What follows belongs to an exercise in optimizing a design on an open flow for small area, a short achievable clock period and few clock cycles per item; a production flow would make more cautious choices.
At most, simulation tests tie the RTL to the original design; equivalence was not proved.
For runs 4 and 5, only the layout was checked, not whether the RTL still works.
Power figures rest on the tool's default switching activity, not on a simulated workload.

<file path="flow/flow/run.sh">
#!/bin/bash
# Standard layout, with plain buffers (instead of the default delay buffers) on the ports
# and the given repair targets.
set -euo pipefail
export BUFFER_PORTS_ARGS="-buffer_cell sky130_fd_sc_hd__buf_1"
bash standard.sh SETUP_SLACK_MARGIN=7.15 finish > standard_flow.log 2>&1
</file>
<file path="flow/standard.sh">
#!/bin/bash
# synth_recipe.tcl (not shown) runs the flow's synth.tcl, then flattens the netlist and writes it again
# the make line also repeats each setting of config.mk as NAME=value (left out here)
make -C /OpenROAD-flow-scripts/flow DESIGN_CONFIG=/design/flow/config.mk WORK_HOME=/design/flow/orfs CLKGATE_MAP_FILE= SYNTH_SCRIPT=/design/flow/synth_recipe.tcl "${@:-finish}"
</file>
<file path="flow/config.mk">
export PLATFORM = sky130hd
export DESIGN_NAME = Cache
export DESIGN_NICKNAME = Cache
export VERILOG_FILES = /design/flow/design.v
export SDC_FILE = /design/flow/constraint.sdc
export NUM_CORES = 4
export LEC_CHECK = 0
export CAP_MARGIN = 20
export CORE_MARGIN = 2
export CORE_UTILIZATION = 40
export CTS_CLUSTER_DIAMETER = 100
export CTS_CLUSTER_SIZE = 33
export SLEW_MARGIN = 20
export TNS_END_PERCENT = 0
</file>
<file path="flow/constraint.sdc">
create_clock -name core_clock -period 10.0 [get_ports {clk}]
set_input_delay 2.0000 -clock core_clock [delete_from_list [all_inputs] [get_ports {clk}]]
set_output_delay 2.0000 -clock core_clock [all_outputs]
set_load 0.01 [all_outputs]
</file>
<file path="flow/design.v">
`timescale 100ps / 100ps
`default_nettype none
module BESDPB #(
    parameter DATA_FILE = "",
    parameter ADDRESS_BITWIDTH = 16,
    parameter DATA_BITWIDTH = 32,
    parameter COLUMN_BITWIDTH = 8,
    parameter COLUMN_COUNT = DATA_BITWIDTH / COLUMN_BITWIDTH
) (
    input wire clk,
    input wire [COLUMN_COUNT-1:0] write_enable,
    input wire [ADDRESS_BITWIDTH-1:0] address,
    output wire [DATA_BITWIDTH-1:0] data_out,
    input wire [DATA_BITWIDTH-1:0] data_in
);
  reg [DATA_BITWIDTH-1:0] data[2**ADDRESS_BITWIDTH-1:0];
  assign data_out = data[address];
  always @(posedge clk) begin
    for (int i = 0; i < COLUMN_COUNT; i++) begin
      if (write_enable[i]) begin
        data[address][(i+1)*COLUMN_BITWIDTH-1-:COLUMN_BITWIDTH] <= data_in[(i+1)*COLUMN_BITWIDTH-1-:COLUMN_BITWIDTH];
      end
    end
  end
endmodule
`default_nettype wire
`default_nettype none
module Cache (
    input wire clk,
    input wire rst_n,
    input wire enable,
    input wire [31:0] address,
    output reg [31:0] data_out,
    output reg data_out_ready,
    input wire [31:0] data_in,
    input wire [3:0] write_enable,
    output reg busy,
    output reg br_cmd,
    output reg br_cmd_en,
    output wire [20:0] br_addr,
    output wire [63:0] br_wr_data,
    output wire [7:0] br_data_mask,
    input wire [63:0] br_rd_data,
    input wire br_rd_data_valid
);
  localparam COMMAND_DELAY_INTERVAL = 4'd12;
  reg [63:0] s0, s1, s2, s3;   
  reg [3:0] ph;   
  reg [15:0] tag;   
  reg valid;   
  reg dirty;   
  reg fill;   
  reg ack;   
  reg [7:0] wsel;   
  reg [3:0] cmd_cnt;   
  reg cmd_wait;   
  reg eq;   
  reg live;   
  wire [15:0] a_tag = address[20:5];
  wire [1:0] a_beat = address[4:3];
  wire is_wr = |write_enable;
  wire req = enable && !ack;
  wire tag_eq = tag == a_tag;
  wire [3:0] ph1 = {ph[2:0], ph[3]};   
  wire [3:0] ph2 = {ph[1:0], ph[3:2]};   
  wire beat_ok = is_wr ? ph2[a_beat] : ph1[a_beat];
  wire next_ok = !fill || br_rd_data_valid;
  wire last_beat = fill && br_rd_data_valid && ph[2];
  wire [63:0] ring_in = fill ? br_rd_data : s0;
  wire [63:0] s3_d;
  generate
    for (genvar b = 0; b < 8; b++) begin : merge
      assign s3_d[b*8+:8] = wsel[b] ? data_in[(b%4)*8+:8] : ring_in[b*8+:8];
    end
  endgenerate
  wire can_cmd = req && !fill && !br_cmd_en && !cmd_wait;
  wire tag_ld = can_cmd && !(valid && dirty);
  wire rd_go = tag_ld && !(valid && tag_eq);
  wire wb_go = can_cmd && valid && dirty && !tag_eq && ph[3];
  wire rd_cmd = br_cmd_en && !br_cmd;   
  wire wb_cmd = br_cmd_en && br_cmd;   
  wire ack_d = req && live && eq && (valid || fill) && next_ok && beat_ok;
  always_ff @(posedge clk) begin
    s0 <= s1;
    s1 <= s2;
    s2 <= s3;
    s3 <= s3_d;
    data_out <= address[2] ? s3_d[63:32] : s3_d[31:0];
    br_cmd <= wb_go;
    if (tag_ld) tag <= a_tag;
    eq <= tag_eq;
    if (br_cmd_en) cmd_cnt <= COMMAND_DELAY_INTERVAL;
    else if (cmd_wait) cmd_cnt <= cmd_cnt - 4'd1;
    if (rd_cmd) ph <= 4'b1000;
    else if (next_ok) ph <= ph1;
    data_out_ready <= ack_d && !is_wr;
    busy <= !(ack_d && is_wr);
    for (int b = 0; b < 8; b++) wsel[b] <= ack_d && write_enable[b%4] && (address[2] == (b / 4));
  end
  always_ff @(posedge clk, negedge rst_n) begin
    if (!rst_n) begin
      valid <= 0;
      dirty <= 0;
      fill <= 0;
      ack <= 0;
      live <= 0;
      br_cmd_en <= 0;
      cmd_wait <= 0;
    end else begin
      br_cmd_en <= wb_go || rd_go;
      if (br_cmd_en) cmd_wait <= 1;
      else if (cmd_wait) cmd_wait <= cmd_cnt != 4'd1;
      if (wb_cmd) dirty <= 0;
      if (ack && is_wr) dirty <= 1;
      if (rd_cmd) fill <= 1;
      if (last_beat) begin
        fill <= 0;
        valid <= 1;
      end
      ack <= ack_d;
      live <= req && !ack_d;
    end
  end
  assign br_addr = {tag, 5'b0};
  assign br_wr_data = s3;
  assign br_data_mask = 8'b0;
endmodule
`default_nettype wire
</file>
==> flow_summary_export.csv, run 1 <==
group,metric,value,unit
synthesis,synth_cell_types,45,
die,row_count,55,
grt,grt_util_met2,0.237,
route,dr.pass1.iters,4,
timing,relSlewSlack,0.526,
placement,gp_congestion,0.757,
cts,hold_buffers,0,
critical_path,worstPathCellList,"buf_1",
route,routed_wl,18200,um
critical_path,crit_path_max_incr_delay,440,ps
cts,cts_root_buf,"clkbuf_16",
synthesis,ys_warn_count,1,
synthesis,synth_mux_area_frac,0.111,
grt,grt_start_max_net_pins,41,
grt,top_usage_layer,"met2",
synthesis,synth_top_area_frac,0.662,
cts,h-tree-depth,1,
cts,clk_path_buf_depth,3,
synthesis,synthArstFlopShare,0.0211,
placement,placed_area,0.0105,mm2
synthesis,synth-edff-count,16,
timing,min_period,3080,ps
final_layout,syn2layout_area_growth,17.5,%
placement,dp_hpwl,12700,um
final_layout,finish.utilization,0.481,
timing,grt_setup_unrepaired,"yes",
synthesis,synth_area_leader_cell,"dfxtp_1",
cts,cts_tree,"yes",
synthesis,seq_area_frac_synth,0.732,
die,initial_core_util,0.409,
synthesis,syn_area_per_cell,13.6,um2
critical_path,worst-setup-path-type,"reg2out",
grt,met1_usage,0.192,
timing,drv_slew,0,
synthesis,synthAdderAreaFrac,0.00269,
critical_path,slowest_stage,"edfxtp_1",
grt,grt_use_met3,0.0393,
critical_path,cp.required,8000,ps
final_layout,regArea,0.00683,mm2
timing,hold_slack,288,ps
power,power_density,316,mW/mm2
critical_path,crit_family,"flip-flops",
cts,cts_sinks,331,
cts,numCtsBuffers,14,
die,die_x,157,um
final_layout,nFillCells,2094,
die,core,0.0228,mm2
route,vias_per_cell,4.36,
synthesis,synth_xor_area_frac,0.0187,
synthesis,synth_ff_type,"dfxtp_1",
cts,clk_latency,500,ps
route,vias,5412,
grt,grt_pass1_vias,5222,
min_path,hold_path.class,"reg2reg",
route,drc,0,
critical_path,worstPathMaxFanout,2,
timing,tightest_slew,711,ps
cts,path_clk_slew,110,ps
placement,dp_cells,1217,
job,drv_cap,0,
synthesis,synth-compound-area-share,0.0553,
synthesis,syn-instance-count,687,
synthesis,synth_area,0.00931,mm2
final_layout,multi_input_area,0.00235,mm2
power,p_leak,4.28,nW
power,peakVddDrop,0.194,mV
grt,grt.total_usage,0.145,
critical_path,crit_path_end_kind,"primary output",
final_layout,antenna_cells,0,
synthesis,synthSimpleGateAreaFrac,0.0576,
synthesis,synth_top_family_by_area,"multiplexers",
timing,clock_skew,36.1,ps
die,die_height,157,um
placement,port_buffers,238,
die,die_area,0.0245,mm2
final_layout,fin_area,0.0109,mm2
synthesis,synthTopCellsByArea,"dfxtp_1 (66%), mux2i_1 (7.2%), edfxtp_1 (5.2%)",
die,ios,265,
grt,grt_pass1_wl,28000,um
final_layout,nets,1064,
critical_path,cp-start-kind,"flip-flop",
timing,fin_setup_tns,0,ps
timing,finalSetupViolCount,0,
placement,place_ws,6490,ps
route,first_iter_violations,189,
route,drtAntennaViolNets,0,
power,power.total,3.46,mW
final_layout,stdcell_count,1242,
outcome,status,"timing/DRC/antenna clean",
timing,min_period_over_period,0.308,
route,wl_per_cell,14.6,um
grt,antenna_found_initial,0,
final_layout,drive_above_1_share,0.0786,
grt,grt-ovfl-total,0,
critical_path,cp.arrival,1080,ps
timing,fmax,324,MHz
synthesis,synth_seq_cells,331,
critical_path,critPathBufInv,1,
timing,setup_ws,6920,ps
timing,finalHoldViolations,0,
==> routing by layer <==
layer,vias up,part of all wire
met1,2477,0.46
met3,19,0.063
li1,2769,-
met4,0,0.019
met2,147,0.46
met5,-,0
==> state kept, by name (all words and copies together), names as in the netlist, 4 cells and up <==
signal,count
data_out,32
s1,64
cmd_cnt,4
s0,64
s2,64
tag,16
s3,64
wsel,8
ph,4
==> layout make-up <==
cell class	count	area share
inverters	2	0.000686
repair buffers	246	0.0874
well taps	313	0.0358
multi-input cells	331	0.214
flip-flops and latches	331	0.624
clock inverters	2	0.00320
clock buffers	17	0.0350
==> power breakdown <==
group          leakage [nW]  switching [mW]  internal [mW]  total (mW)
Clock                 0.203           0.388          0.282       0.670
Combinational          1.26           0.363          0.290       0.653
Sequential             2.82           0.225           1.91        2.14
==> cell usage after synthesis, types with 2 or more instances <==
cell,number
or4_1,2
nand3b_1,2
clkbuf_1,12
nand2_1,72
inv_1,2
mux2_2,32
nor3_2,2
dfxtp_1,308
dfrtp_1,7
a211oi_1,2
buf_1,2
a21oi_1,12
or3_2,2
nand3_1,2
buf_4,14
o2111a_1,2
ha_1,2
nand4_1,4
buf_2,6
mux2i_1,67
xnor2_1,18
nand2b_1,7
edfxtp_1,16
o2111ai_4,2
o21ai_0,34
o21ai_1,31
nor2b_1,3
nor2_1,5
==> repair_timing <==
item	in CTS	in global routing
buffers inserted	1	5
gates resized for setup	1	2
endpoints found under the setup margin	142	145
==> worst paths after layout <==
check | to | slack (ps) | cells after the start | from
max | br_addr[17] | 6920 | 1 | tag[12]
min | s1[59] | 290 | 0 | s2[59]
max reg2reg | data_out[4] | 7670 | 4 | fill
min reg2reg | s1[59] | 290 | 0 | s2[59]
max in group asynchronous | fill | 8310 | 1 | rst_n
min in group asynchronous | live | 1380 | 1 | rst_n
==> cells in the final DEF, fill, tap and decap left out, types with 2 or more instances in the layout <==
master	n
conb_1	13
inv_1	2
nand3_1	2
clkbuf_2	3
dfxtp_1	308
nor3_2	2
or3_2	2
mux2_2	32
clkbuf_1	2
o21ai_0	34
clkbuf_16	15
dfrtp_1	5
edfxtp_1	16
nand3b_1	2
nand4_1	4
buf_1	235
ha_1	2
nand2_1	72
a21oi_1	11
a211oi_1	2
o21ai_1	31
xnor2_1	18
mux2i_1	67
nand2b_1	7
buf_4	8
nor2_1	5
o2111a_1	2
nor2b_1	3
o2111ai_4	2
==> cells by family (layout without fill, tap and decap cells) <==
logic type | after synthesis | after routing
AOI/OAI and AO/OA | 88 | 88
xor gates and xnor gates | 19 | 19
adders and majority gates | 2 | 2
buffers and inverters | 37 | 267
DFF | 331 | 331
muxes | 99 | 99
other | 1 | 13
and+or+nand+nor | 110 | 110
Testbench counts, summed over its fixed seeds: cycles 246,345, transactions 16,000.
==> inputs of run 2 (changes only) <==
==> flow/flow/run.sh (replaced) <==
#!/bin/bash
# Standard layout, with plain buffers (instead of the default delay buffers) on the ports
# and the given repair targets.
set -euo pipefail
export BUFFER_PORTS_ARGS="-buffer_cell sky130_fd_sc_hd__buf_1"
bash standard.sh SETUP_SLACK_MARGIN=7.0 finish > standard_flow.log 2>&1
--- a/flow/config.mk
+++ b/flow/config.mk
@@ -7,7 +7,7 @@
 export LEC_CHECK = 0
 export CAP_MARGIN = 20
 export CORE_MARGIN = 2
-export CORE_UTILIZATION = 40
+export CORE_UTILIZATION = 55
 export CTS_CLUSTER_DIAMETER = 100
 export CTS_CLUSTER_SIZE = 33
 export SLEW_MARGIN = 20
==> flow_summary_export.csv, run 2 <==
group,metric,value,unit
synthesis,synth_cell_types,45,
grt,grt.total_usage,0.192,
cts,h-tree-depth,1,
grt,grt_pass1_vias,5518,
timing,fin_setup_tns,0,ps
final_layout,stdcell_count,1154,
min_path,hold_path.class,"reg2reg",
timing,min_period_over_period,0.307,
power,power_density,319,mW/mm2
die,die_height,134,um
final_layout,syn2layout_area_growth,16.9,%
cts,cts_root_buf,"clkbuf_16",
power,power.total,3.47,mW
synthesis,yosysMostFrequentCell,"dfxtp_1",
cts,clk_latency,490,ps
route,first_iter_violations,202,
timing,grt_setup_unrepaired,"yes",
grt,grt_pass1_wl,27500,um
die,row_count,47,
critical_path,worst-setup-path-type,"reg2out",
die,ios,265,
outcome,status,"timing/DRC/antenna clean",
final_layout,antenna_cells,0,
timing,finalSetupViolCount,0,
timing,finalHoldViolations,0,
synthesis,synth_ff_type,"dfxtp_1",
cts,hold_buffers,0,
grt,met1_usage,0.246,
final_layout,final_cell_mix,"dfxtp_1 (308), buf_1 (235), nand2_1 (72), mux2i_1 (67), o21ai_0 (34)",
route,vias_per_cell,4.73,
synthesis,synth-edff-count,16,
timing,drv_slew,0,
die,die_area,0.0180,mm2
grt,grt_start_max_net_pins,41,
critical_path,reg2reg_from,"fill",
critical_path,crit_path_max_incr_delay,430,ps
synthesis,synth_seq_cells,331,
synthesis,synth_commonest_cells,"dfxtp_1 (308), nand2_1 (72), mux2i_1 (67)",
cts,path_clk_slew,110,ps
placement,dp_cells,1124,
placement,dp_hpwl,12300,um
cts,clk_path_buf_depth,3,
critical_path,crit_path_start,"tag[12]",
timing,clock_skew,44.4,ps
grt,grt_use_met3,0.0514,
timing,relSlewSlack,0.501,
timing,fmax,326,MHz
synthesis,synth_area_leader_cell,"dfxtp_1",
critical_path,cp-start-kind,"flip-flop",
critical_path,crit_family,"flip-flops",
timing,tightest_slew,748,ps
synthesis,synth_top_area_frac,0.662,
min_path,holdCritStartpoint,"s3[27]",
grt,grt_util_met2,0.323,
route,vias,5462,
synthesis,ys_warn_count,1,
die,initial_core_util,0.562,
critical_path,crit_path_end_kind,"primary output",
synthesis,seq_area_frac_synth,0.732,
cts,cts_tree,"yes",
route,drtAntennaViolNets,0,
power,peakVddDrop,0.186,mV
critical_path,worstPathCellList,"clkbuf_2",
critical_path,cp.arrival,1070,ps
power,p_leak,4.32,nW
cts,numCtsBuffers,14,
grt,top_usage_layer,"met2",
route,wl_per_cell,15.3,um
timing,min_period,3070,ps
route,dr.pass1.iters,4,
grt,grt-ovfl-total,0,
job,drv_cap,0,
route,drc,0,
die,core,0.0166,mm2
route,routed_wl,17700,um
synthesis,synthTopCellsByArea,"dfxtp_1 (66%), mux2i_1 (7.2%), edfxtp_1 (5.2%)",
placement,gp_congestion,0.779,
critical_path,critPathBufInv,1,
synthesis,synthArstFlopShare,0.0211,
cts,cts_sinks,331,
final_layout,drive_above_1_share,0.0846,
die,die_x,134,um
placement,placed_area,0.0104,mm2
synthesis,syn-instance-count,687,
placement,port_buffers,238,
critical_path,worstPathMaxFanout,2,
critical_path,cp.required,8000,ps
grt,antenna_found_initial,0,
critical_path,reg2reg_slack,7660,ps
final_layout,fin_area,0.0109,mm2
synthesis,syn_area_per_cell,13.6,um2
final_layout,nets,1070,
critical_path,slowest_stage,"edfxtp_1",
synthesis,synth_area,0.00931,mm2
final_layout,final_common_cell,"dfxtp_1",
[run 2: cell counts after synthesis]
Identical to the previous run, type by type.
[run 2: report_power, final]
| group | internal (mW) | switching (mW) |
|---|---|---|
| sequential | 1.91 | 0.224 |
| combinational | 0.293 | 0.372 |
| clock | 0.293 | 0.379 |
| total | 2.50 | 0.975 |
[run 2: final cells by class]
type	count	area, um2
clock buffers	16	379
clock inverters	2	47.5
fillers	1321	5700
inverters	2	7.51
multi-input cells	331	2350
flip-flops and latches	331	6830
well taps	220	275
repair buffers	252	1000
[run 2: layer usage]
metal,vias up,part of all wire
met3,30,0.081
met1,2475,0.44
met4,0,0.024
met5,-,0
met2,192,0.46
li1,2765,-
[run 2: kinds of logic (layout without fill, tap and decap cells)]
logic type      after synthesis  in the layout  share of synthesized area
flops                       331            331                      0.732
simple gates                110            110                     0.0576
mux                          99             99                      0.111
compound gates               88             88                     0.0553
buf+inv                      37            272                     0.0222
xor+xnor                     19             19                     0.0187
fa+ha+maj                     2              2                    0.00269
other cells                   1             13                   0.000403
[run 2: final timing paths]
| check | to | cells after the start |
|---|---|---|
| min in group asynchronous | live | 1 |
| max in group asynchronous | fill | 1 |
| worst max-delay path | br_addr[17] | 1 |
| worst min-delay path | s2[27] | 0 |
| worst max register to register | data_out[13] | 4 |
| worst min register to register | s2[27] | 0 |
[run 2: per-stage QoR]
stage	hold WS (ps)	util	setup slack (ps)
6_report	322	0.656	6930
5_1_grt	317	0.656	6890
4_1_cts	319	0.654	6900
3_5_place_dp	312	0.625	6490
3_3_place_gp	310	0.625	6550
2_1_floorplan	310	-	6790
[run 2: timing repair]
action	in CTS	in global routing
setup buffers	6	6
resized for setup	2	1
setup endpoints to repair	94	128
endpoints found under the hold margin	0	0
cloned	0	0
==> inputs of run 3 (changes only) <==
--- a/flow/config.mk
+++ b/flow/config.mk
@@ -7,7 +7,7 @@
 export LEC_CHECK = 0
 export CAP_MARGIN = 20
 export CORE_MARGIN = 2
-export CORE_UTILIZATION = 55
+export CORE_UTILIZATION = 40
 export CTS_CLUSTER_DIAMETER = 100
 export CTS_CLUSTER_SIZE = 33
 export SLEW_MARGIN = 20
==> flow_summary_export.csv, run 3 <==
group,metric,value,unit
route,vias_per_cell,4.36,
critical_path,cp.required,8000,ps
route,first_iter_violations,189,
final_layout,finish.utilization,0.481,
synthesis,synth_cell_types,45,
die,row_count,55,
final_layout,syn2layout_area_growth,17.5,%
synthesis,synth_area_leader_cell,"dfxtp_1",
critical_path,reg2reg_from,"fill",
final_layout,nFillCells,2094,
critical_path,slowest_stage,"edfxtp_1",
critical_path,cp.arrival,1080,ps
route,vias,5412,
timing,tightest_slew,711,ps
critical_path,crit_family,"flip-flops",
die,core,0.0228,mm2
route,drc,0,
placement,placed_area,0.0105,mm2
cts,numCtsBuffers,14,
synthesis,synth_seq_cells,331,
timing,fmax,324,MHz
route,routed_wl,18200,um
critical_path,critPathBufInv,1,
die,initial_core_util,0.409,
die,ios,265,
synthesis,yosysMostFrequentCell,"dfxtp_1",
cts,h-tree-depth,1,
synthesis,synth_top_family_by_area,"multiplexers",
placement,gp_congestion,0.757,
synthesis,syn-instance-count,687,
critical_path,worstPathMaxFanout,2,
placement,dp_hpwl,12700,um
critical_path,crit_path_max_incr_delay,440,ps
final_layout,final_cell_mix,"dfxtp_1 (308), buf_1 (235), nand2_1 (72), mux2i_1 (67), o21ai_0 (34)",
timing,fin_setup_tns,0,ps
die,die_area,0.0245,mm2
placement,port_buffers,238,
synthesis,synth_xor_area_frac,0.0187,
timing,grt_setup_unrepaired,"yes",
synthesis,syn_area_per_cell,13.6,um2
synthesis,seq_area_frac_synth,0.732,
grt,grt_start_max_net_pins,41,
outcome,status,"timing/DRC/antenna clean",
final_layout,nets,1064,
synthesis,synth-edff-count,16,
route,dr.pass1.iters,4,
timing,min_period_over_period,0.308,
final_layout,drive_above_1_share,0.0786,
cts,hold_buffers,0,
placement,place_ws,6490,ps
critical_path,crit_path_start,"tag[12]",
synthesis,ys_warn_count,1,
critical_path,worst-setup-path-type,"reg2out",
final_layout,multi_input_area,0.00235,mm2
job,drv_cap,0,
grt,antenna_found_initial,0,
critical_path,cp-start-kind,"flip-flop",
final_layout,antenna_cells,0,
critical_path,rr_worst_depth,4,
grt,grt_pass1_vias,5222,
min_path,hold_depth,0,
timing,finalSetupViolCount,0,
cts,cts_tree,"yes",
synthesis,synthTopCellsByArea,"dfxtp_1 (66%), mux2i_1 (7.2%), edfxtp_1 (5.2%)",
timing,finalHoldViolations,0,
min_path,holdCritStartpoint,"s2[59]",
final_layout,stdcell_count,1242,
timing,drv_slew,0,
timing,setup_ws,6920,ps
synthesis,synth_top_area_frac,0.662,
power,power_density,316,mW/mm2
final_layout,regArea,0.00683,mm2
critical_path,crit_path_end_kind,"primary output",
cts,path_clk_slew,110,ps
final_layout,fin_area,0.0109,mm2
power,peakVddDrop,0.194,mV
synthesis,synth_area,0.00931,mm2
cts,cts_root_buf,"clkbuf_16",
grt,grt.total_usage,0.145,
final_layout,final_common_cell,"dfxtp_1",
critical_path,reg2reg_slack,7670,ps
route,drtAntennaViolNets,0,
min_path,hold_path.class,"reg2reg",
synthesis,synth_mux_area_frac,0.111,
timing,relSlewSlack,0.526,
die,die_height,157,um
route,wl_per_cell,14.6,um
timing,clock_skew,36.1,ps
critical_path,worstPathCellList,"buf_1",
synthesis,synthSimpleGateAreaFrac,0.0576,
synthesis,synthArstFlopShare,0.0211,
placement,dp_cells,1217,
grt,grt-ovfl-total,0,
synthesis,synth_ff_type,"dfxtp_1",
timing,min_period,3080,ps
cts,clk_path_buf_depth,3,
die,die_x,157,um
grt,grt_pass1_wl,28000,um
synthesis,synthAdderAreaFrac,0.00269,
critical_path,cp.depth,1,
power,p_leak,4.28,nW
synthesis,synth_commonest_cells,"dfxtp_1 (308), nand2_1 (72), mux2i_1 (67)",
cts,cts_sinks,331,
cts,clk_latency,500,ps
synthesis,synth-compound-area-share,0.0553,
[run 3: cell counts after synthesis]
No cell type changed its count.
[run 3: what timing repair did]
action	4_1_cts	5_1_grt
gates resized for setup	1	2
cloned	0	0
buffers inserted	1	5
endpoints found under the setup margin	96	133
[run 3: routing by layer]
| layer | share of wire | track usage | routed length (um) | vias up |
|---|---|---|---|---|
| met5 | 0 | 0 | 0 | - |
| met3 | 0.063 | 0.0393 | 1150 | 19 |
| met1 | 0.46 | 0.192 | 8320 | 2477 |
| li1 | - | - | - | 2769 |
| met2 | 0.46 | 0.237 | 8350 | 147 |
| met4 | 0.019 | 0.0358 | 342 | 0 |
[run 3: logic make-up after synthesis]
kind of cell             count (synthesis)
adder cells (fa/ha/maj)                  2
other                                    1
XOR/XNOR                                19
AND/OR/NAND/NOR                        110
AO/OA/AOI/OAI                           88
multiplexers                            99
buffers and inverters                   37
flip-flops                             331
[run 3: final cells by class]
class	instances	area share
clock buffers	17	0.0350
clock inverters	2	0.00320
inverters	2	0.000686
multi-input cells	331	0.214
flip-flops and latches	331	0.624
well taps	313	0.0358
repair buffers	246	0.0874
[run 3: power breakdown]
part | internal (mW) | switching [mW] | total [mW]
logic | 0.290 | 0.363 | 0.653
clock network | 0.282 | 0.388 | 0.670
registers | 1.91 | 0.225 | 2.14
total | 2.48 | 0.976 | 3.46
[run 3: worst paths after layout]
path | end
hold reg to reg | s1[59]
hold / removal | s1[59]
max in group asynchronous | fill
min in group asynchronous | live
setup / recovery | br_addr[17]
setup reg to reg | data_out[4]
[run 3: through the flow]
stage | power (mW) | hold slack [ps]
2_1_floorplan | 2.54 | 310
3_3_place_gp | 2.81 | 309
3_5_place_dp | 2.83 | 312
4_1_cts | 3.51 | 286
5_1_grt | 3.67 | 284
6_report | 3.46 | 288
==> inputs of run 4 (changes only) <==
--- a/flow/design.v
+++ b/flow/design.v
@@ -66,11 +66,14 @@
   wire beat_ok = is_wr ? ph2[a_beat] : ph1[a_beat];
   wire next_ok = !fill || br_rd_data_valid;
   wire last_beat = fill && br_rd_data_valid && ph[2];
-  wire [63:0] ring_in = fill ? br_rd_data : s0;
   wire [63:0] s3_d;
   generate
     for (genvar b = 0; b < 8; b++) begin : merge
-      assign s3_d[b*8+:8] = wsel[b] ? data_in[(b%4)*8+:8] : ring_in[b*8+:8];
+      wire take_w = wsel[b];
+      wire take_r = fill && !wsel[b];
+      wire take_s = !fill && !wsel[b];
+      assign s3_d[b*8+:8] = {8{take_w}} & data_in[(b%4)*8+:8] |
+          {8{take_r}} & br_rd_data[b*8+:8] | {8{take_s}} & s0[b*8+:8];
     end
   endgenerate
   wire can_cmd = req && !fill && !br_cmd_en && !cmd_wait;
==> flow_summary_export.csv, run 4 <==
group,metric,value,unit
final_layout,drive_above_1_share,0.0874,
final_layout,final_common_cell,"dfxtp_1",
job,drv_cap,0,
critical_path,critPathBufInv,1,
timing,min_period,3080,ps
cts,hold_buffers,0,
power,p_leak,4.34,nW
power,comb_power_share,0.187,
synthesis,synthTopCellsByArea,"dfxtp_1 (66%), mux2i_1 (7.2%), edfxtp_1 (5.2%)",
synthesis,synth_seq_cells,331,
power,power_density,316,mW/mm2
timing,min_period_over_period,0.308,
placement,dp_hpwl,12700,um
power,power.internal,2.50,mW
cts,cts_sinks,331,
route,vias_per_cell,4.41,
grt,grt_pass1_wl,28000,um
critical_path,worstPathCellList,"clkbuf_2",
route,routed_wl,18400,um
critical_path,worstPathMaxFanout,2,
synthesis,yosysMostFrequentCell,"dfxtp_1",
timing,grt_setup_unrepaired,"yes",
timing,clock_skew,18.3,ps
cts,clk_latency,500,ps
die,initial_core_util,0.409,
timing,finalHoldViolations,0,
min_path,hold_path.class,"reg2reg",
critical_path,crit_family,"flip-flops",
final_layout,nets,1073,
critical_path,cp.arrival,1080,ps
synthesis,syn-instance-count,687,
timing,finalSetupViolCount,0,
timing,fmax,324,MHz
timing,relSlewSlack,0.507,
power,power.total,3.49,mW
final_layout,nFillCells,2056,
grt,grt_util_met2,0.245,
cts,numCtsBuffers,14,
critical_path,cp.required,8000,ps
critical_path,worst-setup-path-type,"reg2out",
route,first_iter_violations,199,
outcome,status,"timing/DRC/antenna clean",
critical_path,cp-start-kind,"flip-flop",
synthesis,synth_ff_type,"dfxtp_1",
die,ios,265,
power,swShare,0.283,
placement,port_buffers,238,
power,clock_power_share,0.199,
synthesis,synth_area_leader_cell,"dfxtp_1",
synthesis,synthArstFlopShare,0.0211,
cts,cts_root_buf,"clkbuf_16",
final_layout,syn2layout_area_growth,18.5,%
synthesis,synth_commonest_cells,"dfxtp_1 (308), nand2_1 (72), mux2i_1 (67)",
route,drc,0,
grt,top_usage_layer,"met2",
synthesis,synth_area,0.00931,mm2
grt,grt_pass1_vias,5423,
die,die_height,157,um
die,row_count,55,
grt,grt_start_max_net_pins,41,
route,wl_per_cell,14.6,um
critical_path,slowest_stage,"edfxtp_1",
cts,h-tree-depth,1,
critical_path,reg2reg_slack,7630,ps
timing,fin_setup_tns,0,ps
critical_path,crit_path_end_kind,"primary output",
final_layout,finish.utilization,0.484,
route,vias,5524,
cts,cts_tree,"yes",
timing,drv_slew,0,
synthesis,synth_top_area_frac,0.662,
grt,grt-ovfl-total,0,
synthesis,synth-edff-count,16,
synthesis,seq_area_frac_synth,0.732,
power,p_sw,989,uW
cts,path_clk_slew,120,ps
placement,gp_congestion,0.758,
die,core,0.0228,mm2
route,drtAntennaViolNets,0,
power,power_frac_seq,0.613,
die,die_area,0.0245,mm2
synthesis,syn_area_per_cell,13.6,um2
timing,hold_slack,320,ps
synthesis,ys_warn_count,1,
grt,grt.total_usage,0.146,
cts,clk_path_buf_depth,3,
route,dr.pass1.iters,4,
final_layout,final_cell_mix,"dfxtp_1 (308), buf_1 (236), nand2_1 (72), mux2i_1 (67), o21ai_0 (34)",
grt,antenna_found_initial,3,
grt,grt_use_met3,0.0363,
timing,tightest_slew,740,ps
grt,met1_usage,0.181,
synthesis,synth_cell_types,45,
power,peakVddDrop,0.180,mV
critical_path,crit_path_max_incr_delay,430,ps
die,die_x,157,um
==> run 4: changes by cell type after synthesis <==
| cell | previous run | this run |
|---|---|---|
| clkbuf_1 | 12 | 13 |
| buf_1 | 2 | 1 |
==> run 4: power groups by stage <==
stage	Combinational [mW]	Clock, mW	Sequential [mW]
6_report	0.654	0.696	2.14
3_3_place_gp	0.648	0	2.16
3_5_place_dp	0.651	0	2.18
5_1_grt	0.730	0.765	2.21
4_1_cts	0.665	0.726	2.15
2_1_floorplan	0.364	0	2.17
==> run 4: kinds of logic after synthesis <==
logic type / Yosys count / synth area share
AOI/OAI and AO/OA: 88 / 0.0553
xor gates and xnor gates: 19 / 0.0187
adders and majority gates: 2 / 0.00269
buffers and inverters: 37 / 0.0222
DFF: 331 / 0.732
muxes: 99 / 0.111
other: 1 / 0.000403
and+or+nand+nor: 110 / 0.0576
==> run 4: worst paths after layout <==
| kind | cells past startpoint | to | from |
|---|---|---|---|
| worst max register to register | 4 | data_out[18] | fill |
| worst max-delay path | 1 | br_addr[12] | tag[7] |
| max in group asynchronous | 1 | fill | rst_n |
| worst min-delay path | 0 | s1[60] | s2[60] |
| worst min register to register | 0 | s1[60] | s2[60] |
| min in group asynchronous | 1 | dirty | rst_n |
==> run 4: routing by layer <==
layer | routed length [um] | vias to the layer above
met4 | 642 | 0
met1 | 8190 | 2548
li1 | - | 2787
met5 | 0 | -
met2 | 8420 | 161
met3 | 1110 | 28
==> run 4: area by class of cell <==
| cell class | instances | area [um2] | share of cell area |
|---|---|---|---|
| Multi-Input combinational cell | 331 | 2350 | 0.213 |
| Clock inverter | 2 | 31.3 | 0.00283 |
| Sequential cell | 331 | 6830 | 0.619 |
| Clock buffer | 17 | 404 | 0.0366 |
| Tap cell | 313 | 392 | 0.0355 |
| Timing Repair Buffer | 255 | 1020 | 0.0927 |
| Inverter | 2 | 7.51 | 0.000680 |
| Antenna cell | 2 | 5.00 | 0.000454 |
==> run 4: stage by stage <==
stage / cells / worst slack [ps] / instance area, um2
floorplan: 699 / 6790 / 9370
global placement: 1217 / 6510 / 10500
detailed placement: 1217 / 6500 / 10500
CTS: 1250 / 6890 / 11000
global route: 1252 / 6870 / 11000
finish: 1253 / 6920 / 11000
==> run 4: what timing repair did <==
item,in CTS,in global routing
buffers inserted,14,1
cloned,0,0
resized for setup,1,1
setup endpoints to repair,108,129
==> inputs of run 5 (changes only) <==
--- a/flow/design.v
+++ b/flow/design.v
@@ -51,7 +51,6 @@
   reg dirty;   
   reg fill;   
   reg ack;   
-  reg [7:0] wsel;   
   reg [3:0] cmd_cnt;   
   reg cmd_wait;   
   reg eq;   
@@ -66,14 +65,12 @@
   wire beat_ok = is_wr ? ph2[a_beat] : ph1[a_beat];
   wire next_ok = !fill || br_rd_data_valid;
   wire last_beat = fill && br_rd_data_valid && ph[2];
+  wire [63:0] ring_in = fill ? br_rd_data : s0;
   wire [63:0] s3_d;
   generate
     for (genvar b = 0; b < 8; b++) begin : merge
-      wire take_w = wsel[b];
-      wire take_r = fill && !wsel[b];
-      wire take_s = !fill && !wsel[b];
-      assign s3_d[b*8+:8] = {8{take_w}} & data_in[(b%4)*8+:8] |
-          {8{take_r}} & br_rd_data[b*8+:8] | {8{take_s}} & s0[b*8+:8];
+      wire wsel = ack && write_enable[b%4] && address[2] == (b / 4);
+      assign s3_d[b*8+:8] = wsel ? data_in[(b%4)*8+:8] : ring_in[b*8+:8];
     end
   endgenerate
   wire can_cmd = req && !fill && !br_cmd_en && !cmd_wait;
@@ -90,7 +87,6 @@
     s3 <= s3_d;
     data_out <= address[2] ? s3_d[63:32] : s3_d[31:0];
     br_cmd <= wb_go;
-    if (tag_ld) tag <= a_tag;
     eq <= tag_eq;
     if (br_cmd_en) cmd_cnt <= COMMAND_DELAY_INTERVAL;
     else if (cmd_wait) cmd_cnt <= cmd_cnt - 4'd1;
@@ -98,7 +94,6 @@
     else if (next_ok) ph <= ph1;
     data_out_ready <= ack_d && !is_wr;
     busy <= !(ack_d && is_wr);
-    for (int b = 0; b < 8; b++) wsel[b] <= ack_d && write_enable[b%4] && (address[2] == (b / 4));
   end
   always_ff @(posedge clk, negedge rst_n) begin
     if (!rst_n) begin
@@ -109,8 +104,10 @@
       live <= 0;
       br_cmd_en <= 0;
       cmd_wait <= 0;
+      tag <= 0;
     end else begin
       br_cmd_en <= wb_go || rd_go;
+      if (tag_ld) tag <= a_tag;
       if (br_cmd_en) cmd_wait <= 1;
       else if (cmd_wait) cmd_wait <= cmd_cnt != 4'd1;
       if (wb_cmd) dirty <= 0;
==> flow_summary_export.csv, run 5 <==
group,metric,value,unit
outcome,status,"timing/DRC/antenna clean",
synthesis,synth_ff_type,"dfxtp_1",
power,power.total,3.69,mW
critical_path,crit_path_end_kind,"primary output",
critical_path,crit_family,"flip-flops",
grt,antenna_found_initial,0,
synthesis,synth_commonest_cells,"dfxtp_1 (300), nor2_1 (72), a21oi_1 (68)",
power,power_density,340,mW/mm2
grt,grt_util_met2,0.229,
die,core,0.0226,mm2
critical_path,cp.arrival,1120,ps
final_layout,drive_above_1_share,0.0958,
cts,cts_tree,"yes",
critical_path,cp-start-kind,"flip-flop",
synthesis,ys_warn_count,1,
synthesis,synth_cell_types,44,
timing,finalHoldViolations,0,
cts,numCtsBuffers,13,
grt,grt_start_max_net_pins,40,
job,drv_cap,0,
timing,finalSetupViolCount,0,
cts,clk_path_buf_depth,3,
synthesis,syn_area_per_cell,13.3,um2
synthesis,synthTopCellsByArea,"dfxtp_1 (65%), mux2i_1 (7.3%), dfrtp_1 (6.2%)",
cts,path_clk_slew,120,ps
grt,grt_use_met3,0.0517,
grt,met1_usage,0.190,
cts,h-tree-depth,1,
critical_path,reg2reg_from,"fill",
cts,cts_sinks,323,
synthesis,syn-instance-count,693,
min_path,holdCritStartpoint,"s1[62]",
timing,setup_ws,6880,ps
synthesis,synth_area_leader_cell,"dfxtp_1",
synthesis,yosysMostFrequentCell,"dfxtp_1",
timing,clock_skew,35.5,ps
route,vias_per_cell,4.50,
route,drc,0,
power,peakVddDrop,0.172,mV
die,initial_core_util,0.408,
timing,fin_setup_tns,0,ps
die,die_height,156,um
cts,clk_latency,510,ps
timing,hold_slack,325,ps
die,row_count,55,
timing,grt_setup_unrepaired,"yes",
critical_path,critPathBufInv,1,
synthesis,synth_area,0.00925,mm2
final_layout,final_common_cell,"dfxtp_1",
placement,dp_hpwl,12600,um
cts,hold_buffers,0,
placement,dp_cells,1194,
route,dr.pass1.iters,4,
critical_path,crit_path_start,"br_cmd_en",
route,first_iter_violations,217,
critical_path,crit_path_max_incr_delay,470,ps
critical_path,worst-setup-path-type,"reg2out",
grt,grt_pass1_wl,27700,um
power,p_leak,4.45,nW
synthesis,seq_area_frac_synth,0.712,
grt,top_usage_layer,"met2",
timing,drv_slew,0,
final_layout,final_cell_mix,"dfxtp_1 (300), buf_1 (235), nor2_1 (72), a21oi_1 (68), mux2i_1 (67)",
grt,grt-ovfl-total,0,
route,drtAntennaViolNets,0,
grt,grt_pass1_vias,5289,
synthesis,synth_seq_cells,323,
critical_path,cp.required,8000,ps
placement,gp_congestion,0.756,
route,wl_per_cell,15.0,um
critical_path,slowest_stage,"dfrtp_2",
timing,tightest_slew,743,ps
placement,port_buffers,238,
route,routed_wl,18200,um
final_layout,nFillCells,2128,
timing,min_period_over_period,0.312,
die,ios,265,
critical_path,worstPathMaxFanout,6,
route,vias,5468,
synthesis,synthArstFlopShare,0.0712,
placement,place_ws,5880,ps
final_layout,antenna_cells,0,
min_path,hold_path.class,"reg2reg",
timing,fmax,320,MHz
die,die_area,0.0243,mm2
final_layout,stdcell_count,1214,
cts,cts_root_buf,"clkbuf_16",
timing,min_period,3120,ps
final_layout,syn2layout_area_growth,17.2,%
timing,relSlewSlack,0.505,
die,die_x,156,um
synthesis,synth_top_area_frac,0.650,
critical_path,worstPathCellList,"buf_6",
grt,grt.total_usage,0.145,
final_layout,nets,1066,
synthesis,synth-edff-count,0,
-- run 5: cell count changes after synthesis, moves of 8 or more --
cell	delta
mux2_4	+10
edfxtp_1	-16
nor2_1	+67
o21ai_1	-31
nand2_1	-65
a21oi_1	+56
dfxtp_1	-8
dfrtp_1	+16
o21ai_0	-33
-- run 5: layout make-up --
type / instances / area [um2] / area share
inverter: 3 / 11.3 / 0.00104
multi-input combinational: 342 / 2550 / 0.235
tap: 285 / 357 / 0.0329
clock inverter: 2 / 17.5 / 0.00162
clock buffer: 14 / 329 / 0.0304
timing repair buffer: 245 / 985 / 0.0909
sequential: 323 / 6590 / 0.608
-- run 5: final timing paths --
path | cells after the start | endpoint | slack, ps
max | 1 | br_cmd_en | 6880
min | 0 | s0[62] | 330
max reg2reg | 4 | data_out[4] | 7660
min reg2reg | 0 | s0[62] | 330
max in group asynchronous | 2 | tag[2] | 8290
min in group asynchronous | 2 | cmd_wait | 1450
-- run 5: cell families after synthesis --
family | Yosys count | synth area share
other | 1 | 0.000406
AND/OR/NAND/NOR | 111 | 0.0568
multiplexers | 115 | 0.135
buffers and inverters | 40 | 0.0254
AO/OA/AOI/OAI | 82 | 0.0497
adder cells (fa/ha/maj) | 2 | 0.00271
XOR/XNOR | 19 | 0.0180
flip-flops | 323 | 0.712
-- run 5: report_power, final --
group          internal [mW]  switching (mW)
registers               1.96           0.268
clock network          0.243           0.369
logic                  0.402           0.446
-- run 5: metal layers --
metal  vias up  wire [um]
met2       182       7740
met4         0        370
met5         -          0
met1      2497       8520
met3        24       1610
li1       2765          -
-- run 5: through the flow --
step / util / instance area (um2)
2_1_floorplan: - / 9290
3_3_place_gp: 0.457 / 10300
3_5_place_dp: 0.457 / 10300
4_1_cts: 0.476 / 10800
5_1_grt: 0.479 / 10800
6_report: 0.479 / 10800
-- run 5: repair_timing --
action,4_1_cts,5_1_grt
endpoints found under the hold margin,0,0
gates resized for setup,10,11
setup buffers,3,1
setup endpoints to repair,218,146
==> inputs of run 6 (changes only) <==
--- a/flow/design.v
+++ b/flow/design.v
@@ -30,7 +30,7 @@
     input wire rst_n,
     input wire enable,
     input wire [31:0] address,
-    output reg [31:0] data_out,
+    output wire [31:0] data_out,
     output reg data_out_ready,
     input wire [31:0] data_in,
     input wire [3:0] write_enable,
@@ -46,11 +46,14 @@
   localparam COMMAND_DELAY_INTERVAL = 4'd12;
   reg [63:0] s0, s1, s2, s3;   
   reg [3:0] ph;   
+  reg par;   
+  reg sig;   
   reg [15:0] tag;   
   reg valid;   
   reg dirty;   
   reg fill;   
   reg ack;   
+  reg [7:0] wsel;   
   reg [3:0] cmd_cnt;   
   reg cmd_wait;   
   reg eq;   
@@ -62,21 +65,23 @@
   wire tag_eq = tag == a_tag;
   wire [3:0] ph1 = {ph[2:0], ph[3]};   
   wire [3:0] ph2 = {ph[1:0], ph[3:2]};   
-  wire beat_ok = is_wr ? ph2[a_beat] : ph1[a_beat];
+  wire par1 = fill ? sig : par ^ ph[3];
+  wire par2 = fill ? sig ^ ph[2] : par ^ ph[3] ^ ph[2];
+  wire beat_ok = is_wr ? ph2[a_beat] : ph1[a_beat] && par1 == address[2];
   wire next_ok = !fill || br_rd_data_valid;
   wire last_beat = fill && br_rd_data_valid && ph[2];
-  wire [63:0] ring_in = fill ? br_rd_data : s0;
+  wire [63:0] rd_in = sig ? {br_rd_data[31:0], br_rd_data[63:32]} : br_rd_data;
+  wire [63:0] ring_in = fill ? rd_in : {s0[31:0], s0[63:32]};
   wire [63:0] s3_d;
   generate
     for (genvar b = 0; b < 8; b++) begin : merge
-      wire wsel = ack && write_enable[b%4] && address[2] == (b / 4);
-      assign s3_d[b*8+:8] = wsel ? data_in[(b%4)*8+:8] : ring_in[b*8+:8];
+      assign s3_d[b*8+:8] = wsel[b] ? data_in[(b%4)*8+:8] : ring_in[b*8+:8];
     end
   endgenerate
   wire can_cmd = req && !fill && !br_cmd_en && !cmd_wait;
   wire tag_ld = can_cmd && !(valid && dirty);
   wire rd_go = tag_ld && !(valid && tag_eq);
-  wire wb_go = can_cmd && valid && dirty && !tag_eq && ph[3];
+  wire wb_go = can_cmd && valid && dirty && !tag_eq && ph[3] && par;
   wire rd_cmd = br_cmd_en && !br_cmd;   
   wire wb_cmd = br_cmd_en && br_cmd;   
   wire ack_d = req && live && eq && (valid || fill) && next_ok && beat_ok;
@@ -85,15 +90,20 @@
     s1 <= s2;
     s2 <= s3;
     s3 <= s3_d;
-    data_out <= address[2] ? s3_d[63:32] : s3_d[31:0];
     br_cmd <= wb_go;
+    if (tag_ld) tag <= a_tag;
     eq <= tag_eq;
     if (br_cmd_en) cmd_cnt <= COMMAND_DELAY_INTERVAL;
     else if (cmd_wait) cmd_cnt <= cmd_cnt - 4'd1;
+    if (rd_cmd) sig <= is_wr || address[2];
+    if (fill) par <= sig;
+    else if (ph[3]) par <= !par;
     if (rd_cmd) ph <= 4'b1000;
     else if (next_ok) ph <= ph1;
     data_out_ready <= ack_d && !is_wr;
     busy <= !(ack_d && is_wr);
+    for (int b = 0; b < 8; b++)
+      wsel[b] <= ack_d && write_enable[b%4] && (address[2] ^ par2) == (b / 4);
   end
   always_ff @(posedge clk, negedge rst_n) begin
     if (!rst_n) begin
@@ -104,10 +114,8 @@
       live <= 0;
       br_cmd_en <= 0;
       cmd_wait <= 0;
-      tag <= 0;
     end else begin
       br_cmd_en <= wb_go || rd_go;
-      if (tag_ld) tag <= a_tag;
       if (br_cmd_en) cmd_wait <= 1;
       else if (cmd_wait) cmd_wait <= cmd_cnt != 4'd1;
       if (wb_cmd) dirty <= 0;
@@ -121,6 +129,7 @@
       live <= req && !ack_d;
     end
   end
+  assign data_out = s3[31:0];
   assign br_addr = {tag, 5'b0};
   assign br_wr_data = s3;
   assign br_data_mask = 8'b0;
--- a/flow/config.mk
+++ b/flow/config.mk
@@ -8,7 +8,7 @@
 export CAP_MARGIN = 20
 export CORE_MARGIN = 2
 export CORE_UTILIZATION = 40
-export CTS_CLUSTER_DIAMETER = 100
-export CTS_CLUSTER_SIZE = 33
+export CTS_CLUSTER_DIAMETER = 60
+export CTS_CLUSTER_SIZE = 30
 export SLEW_MARGIN = 20
 export TNS_END_PERCENT = 0
==> flow_summary_export.csv, run 6 <==
group,metric,value,unit
cts,clk_latency,520,ps
cts,numCtsBuffers,22,
final_layout,fin_area,0.0110,mm2
route,dr.pass1.iters,4,
critical_path,cp.depth,1,
final_layout,nets,1142,
route,routed_wl,18400,um
grt,grt_start_max_net_pins,108,
cts,h-tree-depth,1,
final_layout,multi_input_area,0.00249,mm2
final_layout,finish.utilization,0.486,
synthesis,synth_top_area_frac,0.603,
synthesis,synth_area,0.00917,mm2
timing,tightest_slew,1030,ps
die,row_count,55,
critical_path,critPathBufInv,1,
final_layout,drive_above_1_share,0.0686,
timing,hold_slack,320,ps
power,power_density,333,mW/mm2
critical_path,cp.arrival,1100,ps
critical_path,reg2reg_slack,7250,ps
timing,setup_ws,6900,ps
final_layout,nFillCells,2121,
synthesis,synthArstFlopShare,0.0233,
outcome,status,"timing/DRC/antenna clean",
route,wl_per_cell,14.1,um
synthesis,synth_ff_type,"dfxtp_1",
cts,cts_tree,"yes",
placement,gp_congestion,0.787,
power,peakVddDrop,0.171,mV
timing,relSlewSlack,0.315,
timing,clock_skew,13.0,ps
timing,fin_setup_tns,0,ps
critical_path,crit_family,"flip-flops",
critical_path,crit_path_start,"tag[15]",
synthesis,synth_area_leader_cell,"dfxtp_1",
grt,grt_pass1_vias,5438,
final_layout,stdcell_count,1305,
placement,port_buffers,238,
critical_path,worstPathCellList,"buf_1",
timing,min_period_over_period,0.310,
timing,grt_setup_unrepaired,"yes",
critical_path,crit_path_max_incr_delay,430,ps
critical_path,slowest_stage,"edfxtp_1",
cts,cts_sinks,301,
synthesis,synth-edff-count,18,
synthesis,synth_commonest_cells,"dfxtp_1 (276), nor2_1 (73), nand2_1 (70)",
timing,min_period,3100,ps
synthesis,synthTopCellsByArea,"dfxtp_1 (60%), mux2i_1 (7.4%), edfxtp_1 (5.9%)",
grt,grt.total_usage,0.147,
min_path,hold_path.class,"reg2reg",
final_layout,final_common_cell,"dfxtp_1",
timing,finalHoldViolations,0,
route,vias_per_cell,4.51,
die,die_area,0.0241,mm2
placement,place_ws,6530,ps
die,core,0.0226,mm2
synthesis,yosysMostFrequentCell,"dfxtp_1",
job,drv_cap,0,
final_layout,regArea,0.00625,mm2
route,vias,5888,
grt,antenna_found_initial,0,
synthesis,seq_area_frac_synth,0.681,
critical_path,r2r-end,"wsel[5]",
synthesis,syn_area_per_cell,11.5,um2
timing,finalSetupViolCount,0,
critical_path,worstPathMaxFanout,2,
critical_path,crit_path_end_kind,"primary output",
power,power.total,3.66,mW
placement,dp_cells,1256,
die,die_height,155,um
timing,fmax,322,MHz
grt,grt-ovfl-total,0,
placement,dp_hpwl,12700,um
critical_path,endpoint,"br_addr[20]",
power,p_leak,4.46,nW
critical_path,rr_worst_depth,7,
route,drc,0,
cts,clk_path_buf_depth,3,
timing,drv_slew,0,
synthesis,ys_warn_count,1,
critical_path,cp.required,8000,ps
die,die_x,155,um
cts,cts_root_buf,"clkbuf_16",
die,initial_core_util,0.406,
synthesis,synth_cell_types,40,
route,drtAntennaViolNets,0,
critical_path,worst-setup-path-type,"reg2out",
die,ios,265,
cts,path_clk_slew,100,ps
synthesis,syn-instance-count,796,
synthesis,synth_seq_cells,301,
final_layout,antenna_cells,0,
final_layout,final_cell_mix,"dfxtp_1 (273), buf_1 (232), nor2_1 (73), nand2_1 (70), mux2i_1 (68)",
critical_path,cp-start-kind,"flip-flop",
route,first_iter_violations,220,
placement,placed_area,0.0100,mm2
final_layout,syn2layout_area_growth,19.7,%
critical_path,reg2reg_from,"sig",
grt,grt_pass1_wl,28300,um
run 6: routing by layer:
layer  GRT usage  vias up  part of all wire
li1            -     3031                 -
met1       0.201     2659              0.48
met2       0.231      173              0.43
met3      0.0379       25             0.071
met4      0.0384        0             0.017
met5           0        -                 0
run 6: layout make-up:
cell class                      count  share of cell area
Sequential cell                   301               0.569
Tap cell                          285              0.0325
Clock buffer                       23              0.0524
Multi-Input combinational cell    425               0.227
Clock inverter                     17              0.0270
Inverter                            4             0.00160
Timing Repair Buffer              250              0.0903
run 6: power breakdown:
group          switching (mW)  leakage [nW]  total (mW)  internal [mW]
clock network           0.530         0.417        1.02          0.486
registers               0.214          2.56        1.99           1.78
logic                   0.409          1.48       0.650          0.241
total                    1.15          4.46        3.66           2.51
run 6: timing repair:
item	4_1_cts	5_1_grt
hold buffers	0	0
gates resized for setup	1	9
setup endpoints to repair	116	123
buffers inserted	1	8
endpoints found under the hold margin	0	0
run 6: cell families after synthesis:
kind of cell | count (synthesis) | synth area share
AO/OA/AOI/OAI | 142 | 0.0811
XOR/XNOR | 21 | 0.0201
adder cells (fa/ha/maj) | 2 | 0.00273
buffers and inverters | 82 | 0.0538
flip-flops | 301 | 0.681
multiplexers | 70 | 0.0791
other | 1 | 0.000409
AND/OR/NAND/NOR | 177 | 0.0822
run 6: worst min-delay path by stage:
stage / depth (start not counted) / slack, ps / from / end
2_1_floorplan: 0 / 310 / s1[0] / s0[0]
3_3_place_gp: 0 / 310 / s1[63] / s0[63]
3_5_place_dp: 0 / 310 / s1[11] / s0[11]
4_1_cts: 0 / 330 / s1[32] / s0[32]
5_1_grt: 0 / 330 / s2[12] / s1[12]
6_report: 0 / 320 / s2[47] / s1[47]
Testbench counts of run 6, summed over its fixed seeds: cycles 250,373, transactions 16,000.
==> inputs of run 7 (changes only) <==
--- a/flow/config.mk
+++ b/flow/config.mk
@@ -8,7 +8,7 @@
 export CAP_MARGIN = 20
 export CORE_MARGIN = 2
 export CORE_UTILIZATION = 40
-export CTS_CLUSTER_DIAMETER = 60
-export CTS_CLUSTER_SIZE = 30
+export CTS_CLUSTER_DIAMETER = 90
+export CTS_CLUSTER_SIZE = 32
 export SLEW_MARGIN = 20
 export TNS_END_PERCENT = 0
==> flow_summary_export.csv, run 7 <==
group,metric,value,unit
critical_path,cp.arrival,1080,ps
placement,place_ws,6530,ps
power,comb_power_share,0.200,
critical_path,crit_path_max_incr_delay,440,ps
placement,port_buffers,238,
cts,numCtsBuffers,13,
placement,dp_cells,1256,
synthesis,synth_area_leader_cell,"dfxtp_1",
final_layout,nets,1127,
die,row_count,55,
final_layout,syn2layout_area_growth,13.5,%
critical_path,reg2reg_from,"sig",
route,drtAntennaViolNets,0,
cts,cts_root_buf,"clkbuf_16",
synthesis,synth_commonest_cells,"dfxtp_1 (276), nor2_1 (73), nand2_1 (70)",
route,vias,5783,
die,initial_core_util,0.406,
final_layout,stdcell_count,1276,
synthesis,yosysMostFrequentCell,"dfxtp_1",
power,power.internal,2.26,mW
grt,grt-ovfl-total,0,
power,power_frac_seq,0.615,
critical_path,worstPathCellList,"buf_1",
synthesis,synthArstFlopShare,0.0233,
timing,fmax,325,MHz
min_path,hold_path.class,"reg2reg",
synthesis,synth_seq_cells,301,
cts,cts_sinks,301,
synthesis,ys_warn_count,1,
final_layout,final_common_cell,"dfxtp_1",
synthesis,synth-edff-count,18,
timing,tightest_slew,1020,ps
die,core,0.0226,mm2
placement,dp_hpwl,12700,um
synthesis,synthTopCellsByArea,"dfxtp_1 (60%), mux2i_1 (7.4%), edfxtp_1 (5.9%)",
die,ios,265,
timing,finalSetupViolCount,0,
route,wl_per_cell,14.2,um
synthesis,synth-compound-area-share,0.0811,
timing,min_period,3080,ps
critical_path,rr_worst_depth,7,
route,first_iter_violations,254,
synthesis,synth_xor_area_frac,0.0201,
synthesis,synth_mux_area_frac,0.0791,
critical_path,worst-setup-path-type,"reg2out",
cts,cts_tree,"yes",
cts,hold_buffers,0,
synthesis,synthAdderAreaFrac,0.00273,
critical_path,cp.depth,1,
final_layout,nFillCells,2166,
timing,finalHoldViolations,0,
grt,grt_pass1_wl,27700,um
cts,clk_latency,480,ps
timing,clock_skew,24.0,ps
route,vias_per_cell,4.53,
cts,h-tree-depth,1,
critical_path,reg2reg_slack,7250,ps
critical_path,crit_path_end_kind,"primary output",
timing,grt_setup_unrepaired,"yes",
synthesis,synth_ff_type,"dfxtp_1",
power,peakVddDrop,0.147,mV
critical_path,cp.required,8000,ps
timing,setup_ws,6920,ps
power,power_density,311,mW/mm2
power,clock_power_share,0.185,
power,p_sw,976,uW
final_layout,antenna_cells,0,
die,die_area,0.0241,mm2
synthesis,synth_top_family_by_area,"simple AND/OR/NAND/NOR gates",
grt,grt.total_usage,0.144,
synthesis,synth_cell_types,40,
power,swShare,0.302,
critical_path,cp-start-kind,"flip-flop",
placement,gp_congestion,0.787,
min_path,hold_depth,0,
synthesis,synth_top_area_frac,0.603,
synthesis,syn_area_per_cell,11.5,um2
timing,drv_slew,0,
final_layout,drive_above_1_share,0.0323,
grt,grt_start_max_net_pins,108,
timing,hold_slack,315,ps
timing,relSlewSlack,0.320,
synthesis,synthSimpleGateAreaFrac,0.0822,
critical_path,slowest_stage,"edfxtp_1",
outcome,status,"timing/DRC/antenna clean",
cts,path_clk_slew,120,ps
synthesis,synth_area,0.00917,mm2
synthesis,seq_area_frac_synth,0.681,
timing,min_period_over_period,0.308,
die,die_height,155,um
critical_path,worstPathMaxFanout,2,
route,drc,0,
synthesis,syn-instance-count,796,
timing,fin_setup_tns,0,ps
final_layout,final_cell_mix,"dfxtp_1 (276), buf_1 (236), nor2_1 (73), nand2_1 (70), mux2i_1 (68)",
critical_path,r2r-end,"wsel[3]",
die,die_x,155,um
route,dr.pass1.iters,4,
min_path,hold-path-endpoint,"s0[28]",
grt,antenna_found_initial,0,
critical_path,crit_family,"flip-flops",
final_layout,finish.utilization,0.461,
power,p_leak,4.17,nW
route,routed_wl,18100,um
job,drv_cap,0,
critical_path,critPathBufInv,1,
grt,grt_pass1_vias,5317,
min_path,holdCritStartpoint,"s1[28]",
cts,clk_path_buf_depth,3,
run 7: metal layers:
metal / up-vias / GRT usage / wire (um)
met5: - / 0 / 0
met4: 0 / 0.0341 / 236
met3: 20 / 0.0354 / 1260
met2: 163 / 0.230 / 7860
met1: 2626 / 0.199 / 8740
li1: 2974 / - / -
run 7: layout make-up:
type	instances	area, um2	area share
repair buffers	244	941	0.0904
multi-input cells	425	2490	0.240
clock buffers	15	333	0.0320
inverters	4	17.5	0.00168
well taps	285	357	0.0343
flip-flops and latches	301	6240	0.600
clock inverters	2	21.3	0.00204
run 7: power by group through the flow:
stage,combinational (mW),clock (mW),sequential (mW)
floorplan,0.449,0,2.01
global placement,0.649,0,2.00
detailed placement,0.651,0,2.03
CTS,0.657,0.623,2.00
global route,0.729,0.666,2.06
finish,0.647,0.598,1.99
run 7: worst max path at each step:
stage                 start          end  slack, ps
finish              tag[15]  br_addr[20]       6920
CTS                  tag[2]   br_addr[7]       6880
floorplan            enable       tag[0]       6790
global route        tag[15]  br_addr[20]       6870
global placement     enable       tag[6]       6540
detailed placement   enable       tag[6]       6530
run 7: kinds of logic (layout without fill, tap and decap cells):
kind of cell / count (synthesis) / in the layout
AOI/OAI and AO/OA: 142 / 142
xor gates and xnor gates: 21 / 21
adders and majority gates: 2 / 2
buffers and inverters: 82 / 265
DFF: 301 / 301
muxes: 70 / 70
other: 1 / 13
and+or+nand+nor: 177 / 177
run 7: repair_timing:
item,4_1_cts,5_1_grt
cloned,0,0
endpoints found under the setup margin,112,124
setup buffers,1,2
pin swaps,0,0
resized for setup,1,2
run 7: per-stage QoR:
| step | total power, mW | instance area (um2) |
|---|---|---|
| finish | 3.24 | 10400 |
| detailed placement | 2.68 | 10000 |
| global placement | 2.65 | 10000 |
| floorplan | 2.46 | 9230 |
| CTS | 3.28 | 10400 |
| global route | 3.45 | 10400 |
==> inputs of run 8 (changes only) <==
--- a/flow/config.mk
+++ b/flow/config.mk
@@ -8,7 +8,7 @@
 export CAP_MARGIN = 20
 export CORE_MARGIN = 2
 export CORE_UTILIZATION = 40
-export CTS_CLUSTER_DIAMETER = 90
-export CTS_CLUSTER_SIZE = 32
+export CTS_CLUSTER_DIAMETER = 100
+export CTS_CLUSTER_SIZE = 33
 export SLEW_MARGIN = 20
 export TNS_END_PERCENT = 0
==> flow_summary_export.csv, run 8 <==
group,metric,value,unit
outcome,status,"timing/DRC/antenna clean",
route,wl_per_cell,14.2,um
power,p_sw,983,uW
critical_path,reg2reg_slack,7260,ps
timing,min_period,3080,ps
placement,dp_hpwl,12700,um
timing,finalHoldViolations,0,
route,first_iter_violations,290,
timing,clock_skew,9.47,ps
critical_path,r2r-end,"wsel[5]",
grt,top_usage_layer,"met2",
route,vias,5783,
route,vias_per_cell,4.53,
power,p_leak,4.19,nW
timing,min_period_over_period,0.308,
grt,grt-ovfl-total,0,
cts,numCtsBuffers,13,
synthesis,synth_ff_type,"dfxtp_1",
cts,cts_root_buf,"clkbuf_16",
timing,hold_slack,327,ps
critical_path,critPathBufInv,1,
die,die_height,155,um
grt,grt_pass1_wl,27700,um
job,drv_cap,0,
synthesis,synth-edff-count,18,
power,swShare,0.303,
cts,cts_sinks,301,
critical_path,cp.required,8000,ps
grt,grt_pass1_vias,5286,
synthesis,syn_area_per_cell,11.5,um2
power,peakVddDrop,0.117,mV
power,clock_power_share,0.189,
die,ios,265,
synthesis,synth_seq_cells,301,
synthesis,synth_area,0.00917,mm2
synthesis,synth_cell_types,40,
final_layout,antenna_cells,0,
critical_path,endpoint,"br_addr[20]",
final_layout,final_common_cell,"dfxtp_1",
timing,finalSetupViolCount,0,
critical_path,worstPathCellList,"buf_1",
route,drtAntennaViolNets,0,
timing,relSlewSlack,0.307,
timing,drv_slew,0,
synthesis,yosysMostFrequentCell,"dfxtp_1",
route,routed_wl,18100,um
final_layout,syn2layout_area_growth,13.8,%
critical_path,cp-start-kind,"flip-flop",
grt,met1_usage,0.199,
placement,port_buffers,238,
die,core,0.0226,mm2
route,drc,0,
route,dr.pass1.iters,4,
cts,clk_latency,480,ps
grt,grt.total_usage,0.144,
synthesis,synthArstFlopShare,0.0233,
die,die_area,0.0241,mm2
synthesis,syn-instance-count,796,
die,row_count,55,
synthesis,synth_top_area_frac,0.603,
critical_path,reg2reg_from,"sig",
critical_path,worst-setup-path-type,"reg2out",
die,initial_core_util,0.406,
grt,grt_start_max_net_pins,108,
critical_path,rr_worst_depth,7,
critical_path,crit_family,"flip-flops",
critical_path,cp.depth,1,
grt,grt_util_met2,0.230,
timing,grt_setup_unrepaired,"yes",
critical_path,crit_path_start,"tag[15]",
timing,fmax,325,MHz
synthesis,synth_commonest_cells,"dfxtp_1 (276), nor2_1 (73), nand2_1 (70)",
critical_path,crit_path_end_kind,"primary output",
synthesis,seq_area_frac_synth,0.681,
power,power_density,311,mW/mm2
final_layout,drive_above_1_share,0.0353,
synthesis,ys_warn_count,1,
timing,fin_setup_tns,0,ps
critical_path,cp.arrival,1080,ps
grt,grt_use_met3,0.0362,
cts,clk_path_buf_depth,3,
critical_path,crit_path_max_incr_delay,450,ps
critical_path,slowest_stage,"edfxtp_1",
final_layout,nets,1128,
timing,tightest_slew,1040,ps
cts,cts_tree,"yes",
cts,h-tree-depth,1,
cts,hold_buffers,0,
power,power.internal,2.27,mW
final_layout,final_cell_mix,"dfxtp_1 (276), buf_1 (236), nor2_1 (73), nand2_1 (70), mux2i_1 (68)",
die,die_x,155,um
power,power_frac_seq,0.612,
grt,antenna_found_initial,0,
placement,gp_congestion,0.787,
power,comb_power_share,0.199,
cts,path_clk_slew,120,ps
synthesis,synthTopCellsByArea,"dfxtp_1 (60%), mux2i_1 (7.4%), edfxtp_1 (5.9%)",
min_path,hold_path.class,"reg2reg",
synthesis,synth_area_leader_cell,"dfxtp_1",
critical_path,worstPathMaxFanout,2,
run 8: power by group through the flow:
| stage | Combinational [mW] | Sequential [mW] | Clock [mW] |
|---|---|---|---|
| after detailed placement | 0.651 | 2.03 | 0 |
| after CTS | 0.656 | 2.00 | 0.642 |
| after global placement | 0.649 | 2.00 | 0 |
| after global routing | 0.729 | 2.06 | 0.679 |
| after floorplan | 0.449 | 2.01 | 0 |
| final | 0.647 | 1.99 | 0.614 |
run 8: what timing repair did:
| item | in CTS | in global routing |
|---|---|---|
| resized for setup | 1 | 2 |
| buffers inserted | 1 | 3 |
| setup endpoints to repair | 114 | 124 |
run 8: logic make-up after synthesis:
kind of cell    after synthesis  synth area share
flops                       301             0.681
simple gates                177            0.0822
other cells                   1          0.000409
fa+ha+maj                     2           0.00273
buf+inv                      82            0.0538
xor+xnor                     21            0.0201
compound gates              142            0.0811
mux                          70            0.0791
run 8: layout make-up:
| type | instances | area, um2 |
|---|---|---|
| Clock buffer | 14 | 339 |
| Sequential cell | 301 | 6240 |
| Fill cell | 2172 | 12100 |
| Multi-Input combinational cell | 425 | 2490 |
| Clock inverter | 3 | 36.3 |
| Timing Repair Buffer | 245 | 948 |
| Inverter | 4 | 17.5 |
| Tap cell | 285 | 357 |
run 8: worst min path at each step:
stage	cells after the start	from	end
6_report	0	s1[53]	s0[53]
4_1_cts	0	s1[53]	s0[53]
5_1_grt	0	s1[53]	s0[53]
2_1_floorplan	0	s1[0]	s0[0]
3_3_place_gp	0	s1[63]	s0[63]
3_5_place_dp	0	s1[11]	s0[11]
run 8: metrics by stage:
step / util / power (mW) / cells / cell area [um2] / setup WS (ps)
2_1_floorplan: - / 2.46 / 808 / 9230 / 6790
3_3_place_gp: 0.444 / 2.65 / 1256 / 10000 / 6540
3_5_place_dp: 0.444 / 2.68 / 1256 / 10000 / 6530
4_1_cts: 0.461 / 3.30 / 1274 / 10400 / 6880
5_1_grt: 0.462 / 3.46 / 1277 / 10400 / 6870
6_report: 0.462 / 3.25 / 1277 / 10400 / 6920
run 8: metal layers:
layer,share of wire,routed length [um]
met1,0.49,8830
met5,0,0
met4,0.014,261
met2,0.43,7780
met3,0.069,1250

[port drivers added, routing unchanged]
In the flow no input, the clock included, has a driving cell. The finished layouts below were timed again as built, in two steps. Step 1 sets driving cells, clkbuf_16 on the clock port and buf_2 on the other inputs (assumed; they add their load-dependent delay and slew). Step 2 times the ports against the registers' clock, not the clock port: input delays grow and output delays shrink by t, the midpoint of the rising clock arrivals with the driver on. Three values: ideal, step 1, step 2; two values: the first two.
run | shift t [ns] | slack for setup (ns) | hold slack, ns | worst setup path at the end | worst register clock-pin slew, ns
run 1 | 0.522 | 6.917 / 6.873 / 6.485 | 0.288 / 0.288 / 0.288 | input to register | 0.12 / 0.12
run 2 | 0.512 | 6.930 / 6.888 / 6.507 | 0.322 / 0.322 / 0.322 | input to register | 0.12 / 0.12
run 3 | 0.522 | 6.917 / 6.873 / 6.485 | 0.288 / 0.288 / 0.288 | input to register | 0.12 / 0.12
run 4 | 0.538 | 6.917 / 6.874 / 6.489 | 0.320 / 0.320 / 0.320 | input to register | 0.12 / 0.12
run 5 | 0.541 | 6.879 / 6.834 / 6.448 | 0.325 / 0.325 / 0.325 | input to register | 0.12 / 0.12
run 6 | 0.560 | 6.896 / 6.850 / 6.533 | 0.320 / 0.320 / 0.320 | input to register | 0.10 / 0.10
run 7 | 0.515 | 6.924 / 6.878 / 6.549 | 0.315 / 0.315 / 0.315 | input to register | 0.12 / 0.12
run 8 | 0.522 | 6.922 / 6.876 / 6.503 | 0.327 / 0.327 / 0.327 | input to register | 0.12 / 0.12
After both steps every run listed still meets setup and hold.
